This is an optimization exercise on Yosys and OpenROAD, whose aim is small area, not a production implementation. Function was checked by simulation only, so behaviour that the tests miss may differ from the original.

job 1327:
## lcz80
module lcz80 (
	m1_n, 
	mreq_n, 
	iorq_n, 
	rd_n, 
	wr_n, 
	rfsh_n, 
	halt_n, 
	busak_n, 
	A, 
	dout, 
	reset_n, 
	clk, 
	wait_n, 
	int_n, 
	nmi_n, 
	busrq_n, 
	di
);
Size: about 350 flip-flops, ~46 I/O pins.
clock: 11.0 ns
lec_check: 0
cap_margin: 35
core_margin: 2
core_utilization: 45
gpl_timing_driven: 0
setup_slack_margin: 0.6
slew_margin: 35
standard.sh (not shown) runs the stock make flow with config.mk's settings and CLKGATE_MAP_FILE= SYNTH_SCRIPT=/design/flow/synth_recipe.tcl, a recipe that flattens the netlist after the stock synthesis.
==> flow/flow/run.sh <==
#!/bin/bash
# Own layout flow: the standard flow (standard.sh) unchanged except that
#  - the combinational logic is mapped with an area-oriented ABC script (flow/area.abc)
#    instead of ORFS's speed script; every other synthesis step, and so every register,
#    is the standard synthesis's;
#  - half/full adders are left to ABC (no ADDER_MAP_FILE cell mapping);
#  - CTS runs without dummy loads, with larger sink clusters (CTS_ARGS replaces
#    the CTS settings of config.mk).
set -euo pipefail
W=$(pwd)
F=$W/flow
sed "s|log_cmd abc {\*}\$abc_args|log_cmd abc -script $F/area.abc {*}[lrange \$abc_args 2 end]|" \
  "$FLOW_HOME/scripts/synth.tcl" > "$W/area_synth_orfs.tcl"
grep -q "$F/area.abc" "$W/area_synth_orfs.tcl"
sed "s|\$::env(SCRIPTS_DIR)/synth.tcl|$W/area_synth_orfs.tcl|" "$W/synth_recipe.tcl" > "$W/area_synth.tcl"
grep -q "$W/area_synth_orfs.tcl" "$W/area_synth.tcl"
sed "s|SYNTH_SCRIPT=$W/synth_recipe.tcl|SYNTH_SCRIPT=$W/area_synth.tcl|" "$W/standard.sh" > "$W/area_standard.sh"
grep -q "SYNTH_SCRIPT=$W/area_synth.tcl" "$W/area_standard.sh"
export ADDER_MAP_FILE=
export CTS_ARGS="-sink_clustering_enable -repair_clock_nets -dont_use_dummy_load -sink_clustering_size 30 -sink_clustering_max_diameter 100 -buf_list sky130_fd_sc_hd__clkbuf_16"
bash "$W/area_standard.sh" > "$W/flow.log" 2>&1
==> flow/flow/area.abc <==
strash
&get -n
&st
&synch2
&dch -f
&nf -R 1000
&st
&synch2
&dch -f
&nf -R 1000
&st
&synch2
&dch -f
&nf -R 1000
&st
&synch2
&dch -f
&nf -R 1000
&st
&synch2
&dch -f
&nf -R 1000
&put
Changes in job 1860 relative to job 1327:
-- flow/flow/run.sh --
<<< job 1327, line 19
export ADDER_MAP_FILE=
export CTS_ARGS="-sink_clustering_enable -repair_clock_nets -dont_use_dummy_load -sink_clustering_size 30 -sink_clustering_max_diameter 100 -buf_list sky130_fd_sc_hd__clkbuf_16"
bash "$W/area_standard.sh" > "$W/flow.log" 2>&1
>>> job 1860, line 19
export ADDER_MAP_FILE=
export CTS_ARGS="-sink_clustering_enable -repair_clock_nets -dont_use_dummy_load -sink_clustering_size 20 -sink_clustering_max_diameter 60 -buf_list sky130_fd_sc_hd__clkbuf_16"
bash "$W/area_standard.sh" > "$W/flow.log" 2>&1
==> flow/flow/area.abc <==
strash
&get -n
&st
&synch2
&dc2
&dch -f
&nf -R 1000
&st
&synch2
&dc2
&dch -f
&nf -R 1000
&st
&synch2
&dc2
&dch -f
&nf -R 1000
&st
&synch2
&dc2
&dch -f
&nf -R 1000
&st
&synch2
&dc2
&dch -f
&nf -R 1000
&st
&dch -f
&nf -R 2000 -E 10
&put
--- outcome ---
[compare] base=job 1327 new=job 1860: met1 capacity usage during global routing up 2.3 points, post-synthesis instance area decreased by 2.4% relative to the old numbers, cell area after placement dropped 600 um2, final standard cell area without fillers has decreased, number of placed instances, taps included shows a reduction of about 3.3%.
Job 1860 vs job 1327 on post-synthesis cell count: job 1860 is the lower one.
Compared with job 1327, job 1860 shows a lower global-route usage.
Critical path's slowest cell: sky130_fd_sc_hd__dfrtp_2 -> job 1327, sky130_fd_sc_hd__dfrtp_4 -> job 1860
On number of flops mapped to enable cells by yosys, job 1327 and job 1860 are basically level.
Input changes introduced in job 5232 (baseline for comparison: job 1860):
Settings: SLEW_MARGIN: 35 -> 25; CAP_MARGIN: 35 -> 25.
-- flow/flow/run.sh --
<<< job 1860, line 19
export ADDER_MAP_FILE=
export CTS_ARGS="-sink_clustering_enable -repair_clock_nets -dont_use_dummy_load -sink_clustering_size 20 -sink_clustering_max_diameter 60 -buf_list sky130_fd_sc_hd__clkbuf_16"
bash "$W/area_standard.sh" > "$W/flow.log" 2>&1
>>> job 5232, line 19
export ADDER_MAP_FILE=
export CTS_ARGS="-sink_clustering_enable -repair_clock_nets -dont_use_dummy_load -sink_clustering_size 25 -sink_clustering_max_diameter 80 -buf_list sky130_fd_sc_hd__clkbuf_16"
bash "$W/area_standard.sh" > "$W/flow.log" 2>&1
### Flow results
Job 5232: sum of net half-perimeters after detailed placement lower than job 1860. Worst-case hold slack, job 5232 and job 1860: higher on job 5232. Re number of buffers inserted during clock tree synthesis: job 5232 and job 1860 aren't equal, and the higher value belongs to job 1860.
#### Input delta (job 5500 over job 5232)
Settings: swapping 25 for 35 in CAP_MARGIN; swapping 25 for 35 in SLEW_MARGIN.
-- flow/flow/run.sh --
<<< job 5232, line 6
#  - half/full adders are left to ABC (no ADDER_MAP_FILE cell mapping);
#  - CTS runs without dummy loads, with larger sink clusters (CTS_ARGS replaces
>>> job 5500, line 6
#  - half/full adders are left to ABC (no ADDER_MAP_FILE cell mapping);
#  - ports are buffered with buf_1 cells (BUFFER_PORTS_ARGS);
#  - CTS runs without dummy loads, with larger sink clusters (CTS_ARGS replaces
<<< job 5232, line 19
export ADDER_MAP_FILE=
export CTS_ARGS="-sink_clustering_enable -repair_clock_nets -dont_use_dummy_load -sink_clustering_size 25 -sink_clustering_max_diameter 80 -buf_list sky130_fd_sc_hd__clkbuf_16"
bash "$W/area_standard.sh" > "$W/flow.log" 2>&1
>>> job 5500, line 20
export ADDER_MAP_FILE=
export BUFFER_PORTS_ARGS="-inputs -outputs -buffer_cell sky130_fd_sc_hd__buf_1"
export CTS_ARGS="-sink_clustering_enable -repair_clock_nets -dont_use_dummy_load -sink_clustering_size 20 -sink_clustering_max_diameter 60 -buf_list sky130_fd_sc_hd__clkbuf_16"
bash "$W/area_standard.sh" > "$W/flow.log" 2>&1
==> flow/flow/area.abc <==
strash
&get -n
&st
&synch2
&dch -f
&nf -R 1000
&st
&synch2
&dch -f
&nf -R 1000
&st
&synch2
&dch -f
&nf -R 1000
&st
&synch2
&dch -f
&nf -R 1000
&st
&synch2
&dch -f
&nf -R 1000
&put
--- outcome ---
Delta (job 5500 minus job 5232): fmax -0.0023 GHz, detailed-placement wirelength estimate +about 3.5%, total non-filler cell area in the finished layout +3.2%, post-synthesis instance area +2.5%.
Input changes introduced in job 5561 (baseline for comparison: job 5500):
Settings: SLEW_MARGIN now 20, was 35; CAP_MARGIN now 20, was 35.
-- flow/flow/run.sh --
<<< job 5500, line 6
#  - half/full adders are left to ABC (no ADDER_MAP_FILE cell mapping);
#  - ports are buffered with buf_1 cells (BUFFER_PORTS_ARGS);
#  - CTS runs without dummy loads, with larger sink clusters (CTS_ARGS replaces
>>> job 5561, line 6
#  - half/full adders are left to ABC (no ADDER_MAP_FILE cell mapping);
#  - CTS runs without dummy loads, with larger sink clusters (CTS_ARGS replaces
<<< job 5500, line 20
export ADDER_MAP_FILE=
export BUFFER_PORTS_ARGS="-inputs -outputs -buffer_cell sky130_fd_sc_hd__buf_1"
export CTS_ARGS="-sink_clustering_enable -repair_clock_nets -dont_use_dummy_load -sink_clustering_size 20 -sink_clustering_max_diameter 60 -buf_list sky130_fd_sc_hd__clkbuf_16"
bash "$W/area_standard.sh" > "$W/flow.log" 2>&1
>>> job 5561, line 19
export ADDER_MAP_FILE=
export CTS_ARGS="-sink_clustering_enable -repair_clock_nets -dont_use_dummy_load -sink_clustering_size 25 -sink_clustering_max_diameter 80 -buf_list sky130_fd_sc_hd__clkbuf_16"
bash "$W/area_standard.sh" > "$W/flow.log" 2>&1
==> flow/flow/area.abc <==
strash
&get -n
&st
&synch2
&dc2
&dch -f
&nf -R 1000
&st
&synch2
&dc2
&dch -f
&nf -R 1000
&st
&synch2
&dc2
&dch -f
&nf -R 1000
&st
&synch2
&dc2
&dch -f
&nf -R 1000
&st
&synch2
&dc2
&dch -f
&nf -R 1000
&st
&dch -f
&nf -R 2000 -E 10
&put
## What came out
- Job 5561 went all the way through synthesis, placement and routing and the layout is clean on timing, DRC and antenna.
- Summary — max-slew headroom at the worst pin, job 5561 relative to job 5500: lower, by 13 points.
- Job 5500 → job 5561: core utilization down 0.50 points, clock-buffer cell count dropped 35%.
- Cmp job 5500 and job 5561 / number of cells produced by synthesis / higher: job 5500
- Looking only at CTS clock-pin slew for the worst setup and hold paths, and setting everything else aside, the higher value of job 5500 and job 5561 goes to job 5561.
- Against job 5500, the final cell area of job 5561 is lower.
- Between job 5500 and job 5561, number of gates resized after CTS is higher for job 5561, job 5500 comes in under that.

re-timing with driven ports:
How much do the figures lean on ideal ports? The routed layouts below were timed once more, with nothing changed but the port constraints. Step 1 assumes that a clkbuf_16 drives the clock port and a buf_2 every other input. Step 2, shift: input delay + t, output delay - t, t = (earliest + latest rising clock arrival at the registers) / 2. This alone moves slack from input paths to output paths. Slacks: no drivers / after step 1 / after step 2; pairs: no drivers / after step 1.
run | t (ns) | setup slack, ns | hold slack, ns | worst register clock-pin slew, ns | cell pins on the clock port's net
job 1327 | 0.641 | 0.585 / 0.585 / 0.585 | 0.485 / 0.485 / 0.485 | 0.12 / 0.12 | 1
job 1860 | 0.622 | 0.695 / 0.695 / 0.695 | 0.465 / 0.465 / 0.465 | 0.08 / 0.08 | 1
job 5232 | 0.642 | 0.730 / 0.730 / 0.730 | 0.490 / 0.490 / 0.490 | 0.10 / 0.10 | 1
job 5500 | 0.634 | 0.477 / 0.478 / 0.478 | 0.460 / 0.460 / 0.460 | 0.08 / 0.08 | 1
job 5561 | 0.643 | 0.773 / 0.773 / 0.773 | 0.494 / 0.494 / 0.494 | 0.10 / 0.10 | 1
After both steps setup and hold are still met in every run listed.
